Background: an optimization exercise with open tools, aiming at small area. Do not read the settings as production practice. Function was checked by simulation only, so behaviour that the tests miss may differ from the original. Power is estimated from default activity; no workload was simulated.

Setup of build 30:
==> flow/design.v <==
module key_fliter (
    input  wire sys_clk,
    input  wire sys_rst_n,
    input  wire key_in,
    output reg  key_flag
);
localparam [7:0] P  = 8'b0101_0101;
localparam [7:0] S0 = 8'b1101_0001 ^ P;         
reg  [7:0] s;
wire [7:0] q    = s ^ P;
wire       last = (q == 8'b0111_1111);          
wire       fb   = ~(q[7] ^ q[2]) | last;
always @(posedge sys_clk or negedge sys_rst_n)
    if (!sys_rst_n)
        s <= S0;
    else if (key_in)
        s <= S0;
    else
        s <= {q[6:0], fb} ^ P;
always @(posedge sys_clk or negedge sys_rst_n)
    if (!sys_rst_n)
        key_flag <= 1'b0;
    else
        key_flag <= last;
endmodule
module key_control(
input wire clk,
input wire reset_n,
input wire key_in0, 
input wire key_in1, 
input wire key_in2, 
input wire key_in3, 
input wire key_in4, 
output wire  [5:0]   wave_sel,
output wire  [3:0]   mode_sel,
output wire  [8:0]   F,
output wire  [10:0]  T,
output wire  [6:0]   Z,
output wire         RCLK,
output wire         SRCLK,
output wire         DIO
);
function [16:0] inc;
    input [15:0] a;
    input ci;
    integer i;
    reg c;
    begin
        c = ci;
        for (i = 0; i < 16; i = i + 1) begin
            inc[i] = a[i] ^ c;
            c = a[i] & c;
        end
        inc[16] = c;
    end
endfunction
function [9:0] add;
    input [9:0] a, b;
    integer i;
    reg c;
    begin
        c = 1'b0;
        for (i = 0; i < 10; i = i + 1) begin
            add[i] = a[i] ^ b[i] ^ c;
            c = (a[i] & b[i]) | (c & (a[i] ^ b[i]));
        end
    end
endfunction
wire kw, km, kf, kt, kz;
key_fliter kf0 (.sys_clk(clk), .sys_rst_n(reset_n), .key_in(key_in0), .key_flag(kw));
key_fliter kf1 (.sys_clk(clk), .sys_rst_n(reset_n), .key_in(key_in1), .key_flag(km));
key_fliter kf2 (.sys_clk(clk), .sys_rst_n(reset_n), .key_in(key_in2), .key_flag(kf));
key_fliter kf3 (.sys_clk(clk), .sys_rst_n(reset_n), .key_in(key_in3), .key_flag(kt));
key_fliter kf4 (.sys_clk(clk), .sys_rst_n(reset_n), .key_in(key_in4), .key_flag(kz));
reg  [2:0] wi;
wire       wi_zero = &wi;
wire [2:0] wi_inc = inc({13'd0, wi}, kw);
wire [2:0] wi_n = wi_zero ? 3'd1 : wi_inc;
reg  [2:0] mi;
wire       mi_zero = mi[2] & mi[0];
wire [2:0] mi_inc = inc({13'd0, mi}, km);
wire [2:0] mi_n = mi_zero ? 3'd1 : mi_inc;
reg  [4:0] fk;
wire [4:0] fk_inc = inc({11'd0, fk}, kf);
wire [4:0] fk_n = (fk[4] & fk[3] & fk[2] & fk[1]) ? 5'd1 : fk_inc;    
reg  [6:0] tk;
wire [6:0] tk_inc = inc({9'd0, tk}, kt);
wire [6:0] tk_n = (tk[6] & tk[4]) ? 7'd1 : tk_inc;                   
reg  [4:0] zv;
wire [4:0] zv_inc = inc({11'd0, zv}, kz);
wire [4:0] zv_n = (zv[4] & zv[2]) ? 5'd2 : zv_inc;                  
reg  [2:0] flag;
wire [2:0] flag_n = kw ? 3'd0 : km ? 3'd1 : kf ? 3'd2 : kt ? 3'd3 : kz ? 3'd4 : flag;
always @(posedge clk or negedge reset_n)
    if (!reset_n) begin
        wi <= 3'd1; mi <= 3'd1; fk <= 5'd1; tk <= 7'd1; zv <= 5'd2; flag <= 3'd0;
    end else begin
        wi <= wi_n; mi <= mi_n; fk <= fk_n; tk <= tk_n; zv <= zv_n; flag <= flag_n;
    end
assign wave_sel = {wi == 3'd6, wi == 3'd5, wi == 3'd4, wi == 3'd3, wi == 3'd2, wi == 3'd1};
assign mode_sel = {mi == 3'd4, mi == 3'd3, mi == 3'd2, mi == 3'd1};
wire [9:0] f5 = add({5'd0, fk}, {3'd0, fk, 2'd0});
wire [9:0] t5 = add({3'd0, tk}, {1'd0, tk, 2'd0});
assign F = {f5[7:0], 1'b0};
assign T = {t5, 1'b0};
assign Z = {2'b00, zv};
localparam [15:0] DV0 = 16'd15536;
reg  [15:0] dv;
reg  [2:0]  cs;
reg  [3:0]  c11;
wire [16:0] dv_inc = inc(dv, 1'b1);
wire        dv_end = dv_inc[16];
wire [15:0] dv_n = dv_inc[15:0] | (dv_end ? DV0 : 16'd0);
wire [2:0]  cs_n = inc({13'd0, cs}, dv_end);
wire [3:0]  c11_inc = inc({12'd0, c11}, 1'b1);
always @(posedge clk or negedge reset_n)
    if (!reset_n) begin
        dv <= DV0; cs <= 3'd0; c11 <= 4'd0;
    end else begin
        dv <= dv_n; cs <= cs_n; c11 <= (c11[3] & c11[1]) ? 4'd0 : c11_inc;
    end
wire [5:0] ph   = {dv[5] ^ cs[1] ^ (dv[4] | cs[0]), ~(dv[4] ^ cs[0]), dv[3:0]};
wire [5:0] ph_n = {dv_n[5] ^ cs_n[1] ^ (dv_n[4] | cs_n[0]), ~(dv_n[4] ^ cs_n[0]), dv_n[3:0]};
wire ld_s = dv[1] & dv[0] & c11[3] & c11[1];               
wire ld_d = dv[1] & ~dv[0] & c11[3] & c11[0];              
reg [6:0] su, du;
reg       sx, dx;
reg [6:0] u_n;
reg       x_n;
always @(*) begin
    x_n = 1'b0;
    case (flag_n)
        3'd0: u_n = {4'd0, wi[2] & ~(wi[1] & wi[0]), wi[1] & ~(wi[2] & wi[0]), wi[0]};
        3'd1: u_n = mi_zero ? 7'd0 : {4'd0, mi};
        3'd2: begin u_n = {2'd0, fk_n}; x_n = 1'b1; end
        3'd3: begin u_n = tk_n; x_n = 1'b1; end
        default: u_n = {2'd0, zv_n};
    endcase
end
always @(posedge clk or negedge reset_n)
    if (!reset_n) begin
        sx <= 1'b1; dx <= 1'b1;
    end else begin
        if (ld_s) sx <= x_n;
        if (ld_d) dx <= sx;
    end
always @(posedge clk) begin
    if (ld_s) su <= u_n;
    if (ld_d) du <= su;
end
function [3:0] a3;
    input [3:0] x;
    case (x)
        4'd5: a3 = 4'd8;  4'd6: a3 = 4'd9;  4'd7: a3 = 4'd10;
        4'd8: a3 = 4'd11; 4'd9: a3 = 4'd12;
        default: a3 = x;
    endcase
endfunction
wire [3:0] s1 = a3({1'b0, du[6:4]});
wire [3:0] s2 = a3({s1[2:0], du[3]});
wire [3:0] s3 = a3({s2[2:0], du[2]});
wire [3:0] s4 = a3({s3[2:0], du[1]});
wire [3:0] d_t = {s1[3], s2[3], s3[3], s4[3]};
wire [3:0] d_u = {s4[2:0], du[0]};
reg  [3:0] nib;
always @(*)
    case (cs_n)
        3'd0: nib = dx ? 4'd0 : d_u;
        3'd1: nib = dx ? d_u : d_t;
        3'd2: nib = dx ? d_t : 4'd0;
        3'd7: nib = {flag == 3'd3 || flag == 3'd4, flag == 3'd1 || flag == 3'd2, flag == 3'd0 || flag == 3'd2 || flag == 3'd4};
        default: nib = 4'd0;
    endcase
reg [7:0] seg;
always @(*)
    case (nib)
        4'h0: seg = 8'b1100_0000;
        4'h1: seg = 8'b1111_1001;
        4'h2: seg = 8'b1010_0100;
        4'h3: seg = 8'b1011_0000;
        4'h4: seg = 8'b1001_1001;
        4'h5: seg = 8'b1001_0010;
        4'h6: seg = 8'b1000_0010;
        4'h7: seg = 8'b1111_1000;
        4'h8: seg = 8'b1000_0000;
        default: seg = 8'b1001_0000;
    endcase
wire [2:0] j = ph_n[4:2];
wire bit_n = ph_n[5] ? (cs == ~j) : seg[~j];
reg pre, dio_r, srclk_r;
always @(posedge clk or negedge reset_n)
    if (!reset_n) begin
        dio_r <= 1'b0; srclk_r <= 1'b0; pre <= 1'b1;
    end else begin
        srclk_r <= ph[1];
        if (!ph[1]) dio_r <= pre;
        pre <= bit_n;
    end
assign DIO   = dio_r;
assign SRCLK = srclk_r;
assign RCLK  = ~ph[5] & ~ph[4] & ~ph[3] & ~ph[2] & (ph[1] ^ ph[0]);
endmodule
Settings: LEC_CHECK=0, ABC_AREA=1, CAP_MARGIN=20, CORE_MARGIN=2, CORE_UTILIZATION=40, SLEW_MARGIN=20; clock period 10.0 ns.
standard.sh (not shown) runs the stock make flow with config.mk's settings and CLKGATE_MAP_FILE= SYNTH_SCRIPT=/design/flow/synth_recipe.tcl, a recipe that flattens the netlist after the stock synthesis.
==> flow/flow/run.sh <==
#!/bin/bash
set -euo pipefail
export BUFFER_PORTS_ARGS="-buffer_cell sky130_fd_sc_hd__buf_1"
export CTS_ARGS="-sink_clustering_enable -repair_clock_nets -dont_use_dummy_load -buf_list {sky130_fd_sc_hd__clkbuf_4 sky130_fd_sc_hd__clkbuf_8} -sink_clustering_size 30 -sink_clustering_max_diameter 100"
bash standard.sh > standard.log 2>&1
### build 30 -> build 49
==> flow/flow/run.sh <==
#!/bin/bash
# Layout flow: the standard flow (standard.sh) with three changes.
#  1. Synthesis is the standard one, but ABC maps the logic with an
#     area-oriented script (flow/abc_area.script, used as ABC_AREA=1 is set).
#  2. Ports are buffered with buf_1 cells.
#  3. Clock tree synthesis uses clkbuf_4 buffers and inserts no dummy loads.
# Each step's output goes to its own log file in this folder.
set -euo pipefail
rm -rf abc_scripts
cp -r "$FLOW_HOME/scripts" abc_scripts
cp flow/abc_area.script abc_scripts/abc_area.script
SCRIPTS_DIR="$PWD/abc_scripts" bash standard.sh synth > synth.log 2>&1
export BUFFER_PORTS_ARGS="-buffer_cell sky130_fd_sc_hd__buf_1"
export CTS_ARGS="-sink_clustering_enable -repair_clock_nets -dont_use_dummy_load -buf_list {sky130_fd_sc_hd__clkbuf_4}"
bash standard.sh > standard.log 2>&1
==> flow/flow/abc_area.script (new file) <==
strash
&get -n
&fraig -x
&put
scorr
dc2
strash
&get -n
&dch -f
&nf -R 1000
&put
strash
dc2
&get -n
&dch -f
&nf -R 1000
&put
topo
stime -c
[summary]
Build 49 vs build 30 on sequential cell area fraction in the yosys report: build 49 is the higher one.
Build 49 reports its most common library cell in the layout ignoring fill and taps as sky130_fd_sc_hd__dfrtp_1 while build 30 reports sky130_fd_sc_hd__inv_1.
Fraction of the cycle the final worst path needs up 6.4 points in build 49 wrt build 30
From build 30 to build 49 the numbers moved as follows: clock-cell share of area lost 1.6 points; power in the clock group fell about 28%.
Inputs modified between build 49 and build 20:
==> flow/flow/run.sh <==
#!/bin/bash
set -euo pipefail
export BUFFER_PORTS_ARGS="-buffer_cell sky130_fd_sc_hd__buf_1"
export CTS_ARGS="-sink_clustering_enable -repair_clock_nets -dont_use_dummy_load"
bash standard.sh > standard.log 2>&1
removed: flow/flow/abc_area.script
Results
In build 20, the internal power contribution came out 38% above the value in build 49.
Final area: build 20 > build 49
Build 20 ends up with higher die footprint than build 49 does.
Build 49 has a lower instance count of the mapped netlist than build 20.

---

== JK ==
Another version of the RTL of key_control (not shown whole).
For scale: ~650 cells after synthesis, roughly 6000 um^2 of cells after synthesis.
==> flow/config.mk <==
export PLATFORM = sky130hd
export DESIGN_NAME = key_control
export DESIGN_NICKNAME = key_control
export VERILOG_FILES = /design/flow/design.v
export SDC_FILE = /design/flow/constraint.sdc
export NUM_CORES = 4
export LEC_CHECK = 0
export ABC_AREA = 1
export CAP_MARGIN = 20
export CORE_MARGIN = 2
export CORE_UTILIZATION = 60
export CTS_BUF_LIST = sky130_fd_sc_hd__clkbuf_4
export CTS_CLUSTER_DIAMETER = 100
export CTS_CLUSTER_SIZE = 40
export SLEW_MARGIN = 20
==> flow/constraint.sdc <==
create_clock -name core_clock -period 10.0 [get_ports {clk}]
set_input_delay 2.0000 -clock core_clock [delete_from_list [all_inputs] [get_ports {clk}]]
set_output_delay 2.0000 -clock core_clock [all_outputs]
set_load 0.01 [all_outputs]
run.sh (not shown) runs the stock make flow with config.mk's settings and CLKGATE_MAP_FILE= SYNTH_SCRIPT=/design/flow/synth_recipe.tcl, a recipe that flattens the netlist after the stock synthesis.
Stock flow here: none of the scripts above is used.
JK completed end to end with timing, DRC and antenna clean.
Setup changes, JK to MS
- CTS_BUF_LIST no longer set, was sky130_fd_sc_hd__clkbuf_4
- CTS_CLUSTER_SIZE no longer set, was 40
- CTS_CLUSTER_DIAMETER no longer set, was 100
- CORE_UTILIZATION now 40, was 60
Notes after the runs:
MS completed; timing, DRC and antenna clean. Against JK, the final cell area of MS is higher. | detailed-route wire length | MS vs JK | worse |. Diff JK -> MS: total global-route track usage went down by 7.8 points; maximum clock frequency went up by 2.6%; setup slack went up by 140 ps; fill cell instance count of the final layout went up by about 60%. Comparing JK against MS, there is no change at all in number of enable flip-flop cells after synthesis. Sequential share of layout area down 2.5 points in MS wrt JK. Sort JK and MS by shortest period the worst path allows, descending, and JK comes first.

---

Another version of the RTL of key_control (not shown whole).
Size: ~440 cells after synthesis, roughly 110 flip-flops, roughly 47 I/O pins, ~0.0052 mm2 of cells after synthesis.
## key_control
module key_control(
input wire clk,
input wire reset_n,
input wire key_in0, 
input wire key_in1, 
input wire key_in2, 
input wire key_in3, 
input wire key_in4, 
output wire  [5:0]   wave_sel,
output wire  [3:0]   mode_sel,
output wire  [8:0]   F,
output wire  [10:0]  T,
output wire  [6:0]   Z,
output wire         RCLK,
output wire         SRCLK,
output wire         DIO
);
Settings: LEC_CHECK=0, ABC_AREA=1, CAP_MARGIN=20, CORE_MARGIN=2, CORE_UTILIZATION=70, SLEW_MARGIN=20; clock period 10.0 ns.
standard.sh (not shown) runs the stock make flow with config.mk's settings and CLKGATE_MAP_FILE= SYNTH_SCRIPT=/design/flow/synth_recipe.tcl, a recipe that flattens the netlist after the stock synthesis.
==> flow/flow/run.sh <==
#!/bin/bash
# Layout flow: the standard flow (standard.sh) with three changes.
#  1. Synthesis is the standard one, but ABC maps the logic with an
#     area-oriented script (flow/abc_area.script, used as ABC_AREA=1 is set).
#  2. Ports are buffered with buf_1 cells.
#  3. Clock tree synthesis uses clkbuf_8 buffers and inserts no dummy loads.
# Each step's output goes to its own log file in this folder.
set -euo pipefail
rm -rf abc_scripts
cp -r "$FLOW_HOME/scripts" abc_scripts
cp flow/abc_area.script abc_scripts/abc_area.script
SCRIPTS_DIR="$PWD/abc_scripts" bash standard.sh synth > synth.log 2>&1
export BUFFER_PORTS_ARGS="-buffer_cell sky130_fd_sc_hd__buf_1"
export CTS_ARGS="-sink_clustering_enable -repair_clock_nets -dont_use_dummy_load -buf_list {sky130_fd_sc_hd__clkbuf_8}"
bash standard.sh > standard.log 2>&1
==> flow/flow/abc_area.script <==
strash
&get -n
&fraig -x
&put
scorr
dc2
strash
&get -n
&dch -f
&nf -R 1000
&put
strash
dc2
&get -n
&dch -f
&nf -R 1000
&put
topo
stime -c
Edit:
Settings changed: CORE_UTILIZATION 70 to 40.
After rerunning: The changed run produced a clean layout; fmax grows by 1.1%; routed wire length grows by 4.3%; power grows by 0.94%; cell count grows by 12%; area after synthesis does not change; cell area grows by 1.6%; count of clock-buffer cells in the layout stays the same.

-- re-timing with driven ports --
The results above use ideal ports. As a check the final layouts listed here were re-extracted and re-timed, cells and wires unchanged. Step 1, drivers: a clkbuf_16 drives clk and a buf_2 each remaining input, both assumed. Step 2 also shifts input and output timing later by t, the mid clock arrival at the registers, as if the neighbouring blocks saw the same clock. Slacks: ideal ports / drivers / drivers and shift; pairs: ideal ports / drivers.
run	t (ns)	setup slack, ns	worst register clock-pin slew, ns	worst slew at a driven data input, ns
build 30	0.436	4.339 / 4.339 / 4.339	0.06 / 0.06	0.03
build 49	0.495	3.699 / 3.699 / 3.699	0.11 / 0.11	0.03
build 20	0.426	4.316 / 4.316 / 4.316	0.05 / 0.05	0.04
JK	0.538	4.396 / 4.363 / 4.900	0.11 / 0.11	0.05
MS	0.447	4.538 / 4.497 / 4.943	0.06 / 0.06	0.03
the first run of note 3	0.386	3.907 / 3.907 / 3.907	0.11 / 0.11	0.03
the second run of note 3	0.401	3.973 / 3.973 / 3.973	0.11 / 0.11	0.04
After both steps setup and hold are still met in every run listed.
